What follows belongs to an exercise in optimizing a design on an open flow for small area and a short achievable clock period; a production flow would make more cautious choices.
Function was checked by simulation only, so behaviour that the tests miss may differ from the original.
Power figures rest on the tool's default switching activity, not on a simulated workload.

==> juniper <==
==> flow/design.v <==
module regread_bit(s, r, o);
	input [7:0] s, r;
	output o;
	assign o = ~(~((s[0]&r[0]) | (s[1]&r[1]) | (s[2]&r[2]))
	           & ~((s[3]&r[3]) | (s[4]&r[4]) | (s[5]&r[5]))
	           & ~((s[6]&r[6]) | (s[7]&r[7])));
endmodule
module ALU(A,B,datapath_in,asel,bsel,shift,ALUop,ALUout,status);
	input [15:0] A,B,datapath_in;
	input asel,bsel;
	input [1:0] shift,ALUop;
	output [15:0] ALUout;
	output status;
	wire cN = ~bsel & ~shift[1] & ~shift[0];
	wire cL = ~bsel & ~shift[1] &  shift[0];
	wire cR = ~bsel &  shift[1];
	wire cS = ~bsel &  shift[1] &  shift[0];
	wire [15:0] Bl = {B[14:0],1'b0};
	wire [15:0] Br = {B[15]&cS,B[15:1]};
	wire [15:0] Bd = {11'd0,datapath_in[4:0]};
	wire [15:0] bin = ({16{cN}} & B) | ({16{cL}} & Bl) | ({16{cR}} & Br) | ({16{bsel}} & Bd);
	wire [15:0] ain = A & {16{~asel}};
	wire sub = ~ALUop[1] & ALUop[0];
	wire [15:0] bb = bin ^ {16{sub}};
	wire [15:0] p = ain ^ bb;
	wire [15:0] g = ain & bb;
	wire [15:0] k = ain | bb;
	wire [15:0] G0 = {g[15:1], g[0] | (p[0] & sub)};
	wire [15:0] G1,P1,G2,P2,G3,P3,G4;
	genvar i;
	generate for (i=0;i<16;i=i+1) begin : sk
		if (i%2==1) begin
			assign G1[i] = G0[i] | (p[i] & G0[i-1]);
			assign P1[i] = p[i] & p[i-1];
		end else begin
			assign G1[i] = G0[i]; assign P1[i] = p[i];
		end
		if (i%4>=2) begin
			assign G2[i] = G1[i] | (P1[i] & G1[(i/4)*4+1]);
			assign P2[i] = P1[i] & P1[(i/4)*4+1];
		end else begin
			assign G2[i] = G1[i]; assign P2[i] = P1[i];
		end
		if (i%8>=4) begin
			assign G3[i] = G2[i] | (P2[i] & G2[(i/8)*8+3]);
			assign P3[i] = P2[i] & P2[(i/8)*8+3];
		end else begin
			assign G3[i] = G2[i]; assign P3[i] = P2[i];
		end
		if (i>=8) assign G4[i] = G3[i] | (P3[i] & G3[7]);
		else assign G4[i] = G3[i];
	end endgenerate
	wire [15:0] cy = {G4[14:0], sub};
	wire [15:0] sum = p ^ cy;
	wire [15:0] lg = ALUop[0] ? ~bb : g;
	assign ALUout = ALUop[1] ? lg : sum;
	wire [15:0] kk = {k[14:0], sub};
	wire [15:0] zb = ALUop[1] ? ~lg : ~(p ^ kk);
	assign status = &zb;
endmodule
module datapath(clk,readnum,vsel,loada,loadb,shift,asel,bsel,ALUop,loadc,loads,writenum,write,datapath_in,status,datapath_out);
	input [2:0] readnum,writenum;
	input clk,vsel,loada,loadb,asel,bsel,loadc,loads,write;
	input [1:0] shift,ALUop;
	input [15:0] datapath_in;
	output status;
	output [15:0] datapath_out;
	reg [15:0] R0,R1,R2,R3,R4,R5,R6,R7;
	reg [15:0] A,B,C;
	reg S;
	assign datapath_out = C;
	assign status = S;
	wire [15:0] wd = vsel ? datapath_in : C;
	always @(posedge clk) begin
		if (write && writenum==3'd0) R0 <= wd;
		if (write && writenum==3'd1) R1 <= wd;
		if (write && writenum==3'd2) R2 <= wd;
		if (write && writenum==3'd3) R3 <= wd;
		if (write && writenum==3'd4) R4 <= wd;
		if (write && writenum==3'd5) R5 <= wd;
		if (write && writenum==3'd6) R6 <= wd;
		if (write && writenum==3'd7) R7 <= wd;
	end
	wire [7:0] rs = 8'd1 << readnum;
	wire [15:0] rd;
	genvar j;
	generate for (j=0;j<16;j=j+1) begin : rdbit
		regread_bit rb(rs, {R7[j],R6[j],R5[j],R4[j],R3[j],R2[j],R1[j],R0[j]}, rd[j]);
	end endgenerate
	always @(posedge clk) begin
		if (loada) A <= rd;
		if (loadb) B <= rd;
	end
	wire [15:0] alu_out;
	wire alu_zero;
	ALU alu(A,B,datapath_in,asel,bsel,shift,ALUop,alu_out,alu_zero);
	always @(posedge clk) begin
		if (loadc) C <= alu_out;
		if (loads) S <= alu_zero;
	end
endmodule
==> flow/flow/run.sh <==
#!/bin/bash
# Layout flow: the standard.sh (the standard ORFS flow) with these changes:
#  - synthesis: the same ORFS synthesis script, except that the ALU and the register
#    file read slices are kept as modules during technology mapping and each module is
#    mapped with its own ABC script (my_abc.tcl); afterwards the design is flattened and
#    renamed exactly as synth_recipe.tcl does. The flip-flops (names and cell types) are
#    checked against the standard synthesis; if they differ the standard synthesis
#    is used instead.
#  - half/full adder cells are kept out (their outputs are slow),
#  - port buffers are plain buf cells (buffer_ports otherwise picks slow delay cells),
#  - timing repair may resize a cell to one of another footprint,
#  - a smaller clock tree (knobs.sh).
# Each step's full log is under orfs/logs; the make output goes to flow_*.log here.
set -euo pipefail
W=$PWD
source flow/knobs.sh
PLATFORM_DONT_USE=$(make -s -C "$FLOW_HOME" DESIGN_CONFIG="$W/config.mk" WORK_HOME="$W/orfs" print-DONT_USE_CELLS | sed -n 's/^DONT_USE_CELLS: //p')
EXTRA_DONT_USE="sky130_fd_sc_hd__ha_1 sky130_fd_sc_hd__ha_2 sky130_fd_sc_hd__ha_4 sky130_fd_sc_hd__fa_1 sky130_fd_sc_hd__fa_2 sky130_fd_sc_hd__fa_4"
ARGS=(MATCH_CELL_FOOTPRINT=0 "DONT_USE_CELLS=$PLATFORM_DONT_USE $EXTRA_DONT_USE" "CTS_ARGS=$CTS")
export BUFFER_PORTS_ARGS="-buffer_cell $PORT_BUF"

# 1. the standard synthesis, kept for the flip-flop comparison
bash standard.sh "${ARGS[@]}" synth > flow_ref_synth.log 2>&1
RES=orfs/results/sky130hd/datapath/base
cp $RES/1_2_yosys.v ref_synth.v
rm -rf orfs

# 2. the per-module-mapped synthesis
sed -e "s#^\(\s*\)log_cmd abc {\*}\$abc_args#\1my_abc \$abc_args#" "$FLOW_HOME/scripts/synth.tcl" > my_synth.tcl
grep -q "my_abc \$abc_args" my_synth.tcl
{ echo "source $W/flow/my_abc.tcl"; sed -e "s#source \$::env(SCRIPTS_DIR)/synth.tcl#source $W/my_synth.tcl#" synth_recipe.tcl; } > my_synth_recipe.tcl
grep -q "source $W/my_synth.tcl" my_synth_recipe.tcl
sed -e "s#SYNTH_SCRIPT=[^ ]*#SYNTH_SCRIPT=$W/my_synth_recipe.tcl#" standard.sh > my_standard.sh
export MY_ABC_MODULES="ALU $W/flow/abc_alu.script regread_bit $W/flow/abc_rest.script datapath $W/flow/abc_rest.script"
bash my_standard.sh "${ARGS[@]}" "SYNTH_KEEP_MODULES=ALU regread_bit" synth > flow_synth.log 2>&1

ffs() { grep -oE "sky130_fd_sc_hd__[a-z0-9_]*df[a-z0-9_]* +[^ ]+" "$1" | sort; }
if [[ "$(ffs ref_synth.v)" != "$(ffs $RES/1_2_yosys.v)" ]]; then
  echo "flip-flops differ from the standard synthesis; using it" > synth_fallback.txt
  rm -rf orfs
  bash standard.sh "${ARGS[@]}" synth > flow_synth.log 2>&1
fi

# 3. the rest of the flow
bash my_standard.sh "${ARGS[@]}" "SYNTH_KEEP_MODULES=ALU regread_bit" finish > flow_standard.log 2>&1
==> flow/flow/abc_alu.script <==
strash
dch
map -B 0.9
topo
stime -c
buffer -c
upsize -c
dnsize -c
==> flow/flow/abc_rest.script <==
&get -n
&st
&dch
&nf -a
&put
==> flow/flow/knobs.sh <==
PORT_BUF=sky130_fd_sc_hd__buf_2
CTS="-sink_clustering_enable -repair_clock_nets -dont_use_dummy_load -buf_list {sky130_fd_sc_hd__clkbuf_4 sky130_fd_sc_hd__clkbuf_8} -sink_clustering_size 20 -sink_clustering_max_diameter 60"
==> flow/flow/my_abc.tcl <==
# Technology mapping per module: the ALU (the critical paths) with ORFS's area
# script, the rest (register file read slices, write data, decoders) with an
# area-oriented &nf mapping. Replaces synth.tcl's single "abc" call.
proc my_abc { abc_args } {
  set i [lsearch -exact $abc_args -script]
  set rest [lreplace $abc_args $i [expr { $i + 1 }]]
  foreach {mod script} $::env(MY_ABC_MODULES) {
    log_cmd abc -script $script {*}$rest $mod
  }
}
==> flow/standard.sh <==
#!/bin/bash
# synth_recipe.tcl (not shown) runs the flow's synth.tcl, then flattens the netlist and writes it again
# the make line also repeats each setting of config.mk as NAME=value (left out here)
make -C /OpenROAD-flow-scripts/flow DESIGN_CONFIG=/design/flow/config.mk WORK_HOME=/design/flow/orfs CLKGATE_MAP_FILE= SYNTH_SCRIPT=/design/flow/synth_recipe.tcl "${@:-finish}"
==> flow/config.mk <==
export PLATFORM = sky130hd
export DESIGN_NAME = datapath
export DESIGN_NICKNAME = datapath
export VERILOG_FILES = /design/flow/design.v
export SDC_FILE = /design/flow/constraint.sdc
export NUM_CORES = 4
export LEC_CHECK = 0
export CAP_MARGIN = 20
export CORE_MARGIN = 2
export CORE_UTILIZATION = 50
export SETUP_SLACK_MARGIN = 2.2
export SLEW_MARGIN = 20
==> flow/constraint.sdc <==
create_clock -name core_clock -period 5.0 [get_ports {clk}]
set_input_delay 1.0000 -clock core_clock [delete_from_list [all_inputs] [get_ports {clk}]]
set_output_delay 1.0000 -clock core_clock [all_outputs]
set_load 0.01 [all_outputs]
==> harbor: changes against juniper <==
--- a/flow/flow/run.sh
+++ b/flow/flow/run.sh
@@ -20,2 +20,4 @@
 export BUFFER_PORTS_ARGS="-buffer_cell $PORT_BUF"
+export POST_GLOBAL_PLACE_TCL=$W/flow/ctrl_bufs.tcl
+export CTRL_BUF
 
==> flow/flow/ctrl_bufs.tcl (new file) <==
# After global placement: the ALU's control inputs each fan out to every bit, so
# their port buffers get a strong drive from the start (timing repair sizes the rest).
foreach port {asel bsel {shift[0]} {shift[1]} {ALUop[0]} {ALUop[1]}} {
  set net [get_nets -of_objects [get_ports $port]]
  foreach pin [get_pins -of_objects $net -filter "direction == input"] {
    set inst [get_cells -of_objects $pin]
    puts "ctrl_bufs: [get_full_name $inst] -> $::env(CTRL_BUF)"
    replace_cell $inst $::env(CTRL_BUF)
  }
}
==> flow/flow/knobs.sh (replaced) <==
PORT_BUF=sky130_fd_sc_hd__buf_2
CTS="-sink_clustering_enable -repair_clock_nets -dont_use_dummy_load -buf_list {sky130_fd_sc_hd__clkbuf_4 sky130_fd_sc_hd__clkbuf_8} -sink_clustering_size 20 -sink_clustering_max_diameter 60"
CTRL_BUF=sky130_fd_sc_hd__buf_8
--- a/flow/config.mk
+++ b/flow/config.mk
@@ -10,3 +10,3 @@
 export CORE_UTILIZATION = 50
-export SETUP_SLACK_MARGIN = 2.2
+export SETUP_SLACK_MARGIN = 2.5
 export SLEW_MARGIN = 20
==> amber: changes against juniper <==
--- a/flow/flow/run.sh
+++ b/flow/flow/run.sh
@@ -11,3 +11,4 @@
 #  - timing repair may resize a cell to one of another footprint,
-#  - a smaller clock tree (knobs.sh).
+#  - a smaller clock tree (knobs.sh),
+#  - area recovery after the global-route timing repair (post_grt.tcl, downsize.tcl).
 # Each step's full log is under orfs/logs; the make output goes to flow_*.log here.
@@ -20,2 +21,3 @@
 export BUFFER_PORTS_ARGS="-buffer_cell $PORT_BUF"
+export FLOW_DIR_OWN=$W/flow POST_GLOBAL_ROUTE_TCL=$W/flow/post_grt.tcl DS_GUARD DS_PARASITICS=-global_routing
 
==> flow/flow/downsize.tcl (new file) <==
# Area recovery after the last timing repair: each logic cell, most slack first, is
# swapped for the smallest cell of the same function (same name but drive strength)
# that keeps the design's worst setup slack (to within 1 ps), keeps the cell's own
# slack at least DS_GUARD ns above it, and adds no max slew/capacitance violation.
proc ds_ns {} { return [expr {[sta::worst_slack_cmd max] * 1e9}] }
proc ds_inst_slack { inst } {
  set s 1e9
  foreach p [get_pins -of_objects $inst] {
    set v [get_property $p slack_max]
    if { $v ne "" && $v ne "INF" && $v < $s } { set s $v }
  }
  return $s
}
proc ds_drv {} {
  return [expr {[sta::max_slew_violation_count] + [sta::max_capacitance_violation_count]}]
}
proc downsize { guard } {
  set dont_use [split $::env(DONT_USE_CELLS)]
  set areas [dict create]
  foreach lc [get_lib_cells *] {
    set n [get_name $lc]
    dict set areas $n [get_property $lc area]
  }
  set wns0 [ds_ns]
  set drv0 [ds_drv]
  set area0 0.0
  set items {}
  foreach inst [get_cells *] {
    set m [get_property $inst ref_name]
    if { [regexp {df|dl|clkbuf|clkinv|tap|fill|decap|conb|clkdly|dly} $m] } { continue }
    if { ![regexp {^(.*)_([0-9]+)$} $m -> base size] } { continue }
    lappend items [list [ds_inst_slack $inst] $inst $m $base]
  }
  set n_changed 0
  set saved 0.0
  foreach it [lsort -real -decreasing -index 0 $items] {
    lassign $it s0 inst m base
    if { $s0 < $wns0 + $guard } { continue }
    set cands {}
    dict for {n a} $areas {
      if { [regexp "^${base}_\[0-9\]+\$" $n] && $a < [dict get $areas $m] && [lsearch -exact $dont_use $n] < 0 } {
        lappend cands [list $a $n]
      }
    }
    foreach c [lsort -real -index 0 $cands] {
      lassign $c a n
      replace_cell $inst $n
      estimate_parasitics $::env(DS_PARASITICS)
      if { [ds_ns] >= $wns0 - 0.001 && [ds_inst_slack $inst] >= $wns0 + $guard && [ds_drv] <= $drv0 } {
        incr n_changed
        set saved [expr {$saved + [dict get $areas $m] - $a}]
        break
      }
      replace_cell $inst $m
      estimate_parasitics $::env(DS_PARASITICS)
    }
  }
  puts "downsize: $n_changed cells smaller, [format %.1f $saved] um2 less, worst slack [format %.3f $wns0] -> [format %.3f [ds_ns]]"
}
==> flow/flow/knobs.sh (replaced) <==
PORT_BUF=sky130_fd_sc_hd__buf_2
CTS="-sink_clustering_enable -repair_clock_nets -dont_use_dummy_load -buf_list {sky130_fd_sc_hd__clkbuf_4 sky130_fd_sc_hd__clkbuf_8} -sink_clustering_size 20 -sink_clustering_max_diameter 60"
DS_GUARD=0.00
==> flow/flow/post_grt.tcl (new file) <==
# After the global-route timing repair: area recovery (downsize.tcl), then the
# placement is legalized and the changed nets rerouted as the ORFS step does.
source $::env(FLOW_DIR_OWN)/downsize.tcl
global_route -start_incremental
downsize $::env(DS_GUARD)
detailed_placement
global_route -end_incremental
estimate_parasitics -global_routing
report_worst_slack -max
write_guides $::env(RESULTS_DIR)/route.guide
--- a/flow/config.mk
+++ b/flow/config.mk
@@ -10,3 +10,4 @@
 export CORE_UTILIZATION = 50
-export SETUP_SLACK_MARGIN = 2.2
+export PLACE_DENSITY = 0.7
+export SETUP_SLACK_MARGIN = 2.5
 export SLEW_MARGIN = 20
==> umber: changes against juniper <==
--- a/flow/flow/run.sh
+++ b/flow/flow/run.sh
@@ -11,3 +11,4 @@
 #  - timing repair may resize a cell to one of another footprint,
-#  - a smaller clock tree (knobs.sh).
+#  - a smaller clock tree (knobs.sh),
+#  - area recovery after the global-route timing repair (post_grt.tcl, downsize.tcl).
 # Each step's full log is under orfs/logs; the make output goes to flow_*.log here.
@@ -20,2 +21,3 @@
 export BUFFER_PORTS_ARGS="-buffer_cell $PORT_BUF"
+export FLOW_DIR_OWN=$W/flow POST_GLOBAL_ROUTE_TCL=$W/flow/post_grt.tcl DS_GUARD DS_PARASITICS=-global_routing
 
==> flow/flow/downsize.tcl (new file) <==
# Area recovery after the last timing repair: each logic cell, most slack first, is
# swapped for the smallest cell of the same function (same name but drive strength)
# that keeps the design's worst setup slack (to within 1 ps), keeps the cell's own
# slack at least DS_GUARD ns above it, and adds no max slew/capacitance violation.
proc ds_ns {} { return [expr {[sta::worst_slack_cmd max] * 1e9}] }
proc ds_inst_slack { inst } {
  set s 1e9
  foreach p [get_pins -of_objects $inst] {
    set v [get_property $p slack_max]
    if { $v ne "" && $v ne "INF" && $v < $s } { set s $v }
  }
  return $s
}
proc ds_drv {} {
  return [expr {[sta::max_slew_violation_count] + [sta::max_capacitance_violation_count]}]
}
proc downsize { guard } {
  set dont_use [split $::env(DONT_USE_CELLS)]
  set areas [dict create]
  foreach lc [get_lib_cells *] {
    set n [get_name $lc]
    dict set areas $n [get_property $lc area]
  }
  set wns0 [ds_ns]
  set drv0 [ds_drv]
  set area0 0.0
  set items {}
  foreach inst [get_cells *] {
    set m [get_property $inst ref_name]
    if { [regexp {df|dl|clkbuf|clkinv|tap|fill|decap|conb|clkdly|dly} $m] } { continue }
    if { ![regexp {^(.*)_([0-9]+)$} $m -> base size] } { continue }
    lappend items [list [ds_inst_slack $inst] $inst $m $base]
  }
  set n_changed 0
  set saved 0.0
  foreach it [lsort -real -decreasing -index 0 $items] {
    lassign $it s0 inst m base
    if { $s0 < $wns0 + $guard } { continue }
    set cands {}
    dict for {n a} $areas {
      if { [regexp "^${base}_\[0-9\]+\$" $n] && $a < [dict get $areas $m] && [lsearch -exact $dont_use $n] < 0 } {
        lappend cands [list $a $n]
      }
    }
    foreach c [lsort -real -index 0 $cands] {
      lassign $c a n
      replace_cell $inst $n
      estimate_parasitics $::env(DS_PARASITICS)
      if { [ds_ns] >= $wns0 - 0.001 && [ds_inst_slack $inst] >= $wns0 + $guard && [ds_drv] <= $drv0 } {
        incr n_changed
        set saved [expr {$saved + [dict get $areas $m] - $a}]
        break
      }
      replace_cell $inst $m
      estimate_parasitics $::env(DS_PARASITICS)
    }
  }
  puts "downsize: $n_changed cells smaller, [format %.1f $saved] um2 less, worst slack [format %.3f $wns0] -> [format %.3f [ds_ns]]"
}
==> flow/flow/knobs.sh (replaced) <==
PORT_BUF=sky130_fd_sc_hd__buf_2
CTS="-sink_clustering_enable -repair_clock_nets -dont_use_dummy_load -buf_list {sky130_fd_sc_hd__clkbuf_4 sky130_fd_sc_hd__clkbuf_8} -sink_clustering_size 20 -sink_clustering_max_diameter 60"
DS_GUARD=0.00
==> flow/flow/post_grt.tcl (new file) <==
# After the global-route timing repair: area recovery (downsize.tcl), then the
# placement is legalized and the changed nets rerouted as the ORFS step does.
source $::env(FLOW_DIR_OWN)/downsize.tcl
global_route -start_incremental
downsize $::env(DS_GUARD)
detailed_placement
global_route -end_incremental
estimate_parasitics -global_routing
report_worst_slack -max
write_guides $::env(RESULTS_DIR)/route.guide
--- a/flow/config.mk
+++ b/flow/config.mk
@@ -9,4 +9,4 @@
 export CORE_MARGIN = 2
-export CORE_UTILIZATION = 50
-export SETUP_SLACK_MARGIN = 2.2
+export CORE_UTILIZATION = 45
+export SETUP_SLACK_MARGIN = 2.5
 export SLEW_MARGIN = 20
==> results.txt <==
                                                                        harbor           amber           umber         juniper
Fraction of layout cells with a size suffix above 1                          -           10.7%           12.8%           22.6%
Post-CTS Setup Inserts                                                       -              21              29               3
TritonRoute pass-1 iters                                                     -               7               5               5
Hold WC Path Type                                                            -      reg -> reg      reg -> reg      reg -> reg
GR Layer Usage met3                                                          -           4.76%           3.60%           4.38%
Max Buffers Root-to-Sink                                                     -               2               2               2
WL per Instance                                                              -         19.6 µm         20.5 µm         19.5 µm
Clk latency of the worst-skew pair                                           -         0.45 ns         0.45 ns         0.46 ns
TritonCTS Buffers                                                            -              17              17              17
Timing startpoint of the critical path                                       -        shift[1]        ALUop[1]        shift[0]
Fill cell count                                                              -           1,416           1,721           1,369
Headroom to the max-slew limit                                               -           19.9%           13.2%           33.6%
Layout Area Growth over Synthesis                                            -           10.8%           13.8%           13.9%
Fin crit period                                                              -         2.59 ns         2.65 ns         2.66 ns
Layout Skew                                                                  -       0.0391 ns       0.0332 ns       0.0395 ns
Via total after detailed routing                                             -           6,319           6,420           6,121
Share of cell area taken by flip-flops and latches                           -           56.8%           55.3%           55.3%
Most common cell after layout, fill and taps aside                           -         nand2_1        edfxtp_1        edfxtp_1
Power in sequential cells                                                    -         1.76 mW         1.77 mW         1.76 mW
Status                                               aborted with a tool error  finished clean  finished clean  finished clean
Last stage reached                                            global placement               -               -               -
DRC violation count after routing                                            -               0               0               0

[re-timing with driven ports]
The flow's constraints put no driver on any port. The routed layouts listed below were extracted and timed again, unchanged, in two steps. Step 1 assumes that a clkbuf_16 drives the clock port and a buf_2 every other input. Step 2 moves the port delays by t, midway between the first and last clock arrival at a register: inputs arrive t later, outputs are due t later. That takes back most of the time a late clock gives input paths. a / b / c = ideal / step 1 / step 2; a / b = the first two.
run | t (ns) | slack for setup (ns) | hold WS [ns] | clock arrival spread, ns
juniper | 0.478 | 2.338 / 2.313 / 1.835 | 0.576 / 0.576 / 0.576 | 0.042 / 0.042
amber | 0.466 | 2.409 / 2.373 / 1.907 | 0.578 / 0.578 / 0.578 | 0.045 / 0.044
umber | 0.472 | 2.347 / 2.324 / 1.852 | 0.568 / 0.568 / 0.568 | 0.034 / 0.034
After both steps setup and hold are still met in every run listed. For juniper, which loses most, drivers alone change the setup slack by -0.025 ns; drivers and shift together by -0.503 ns.
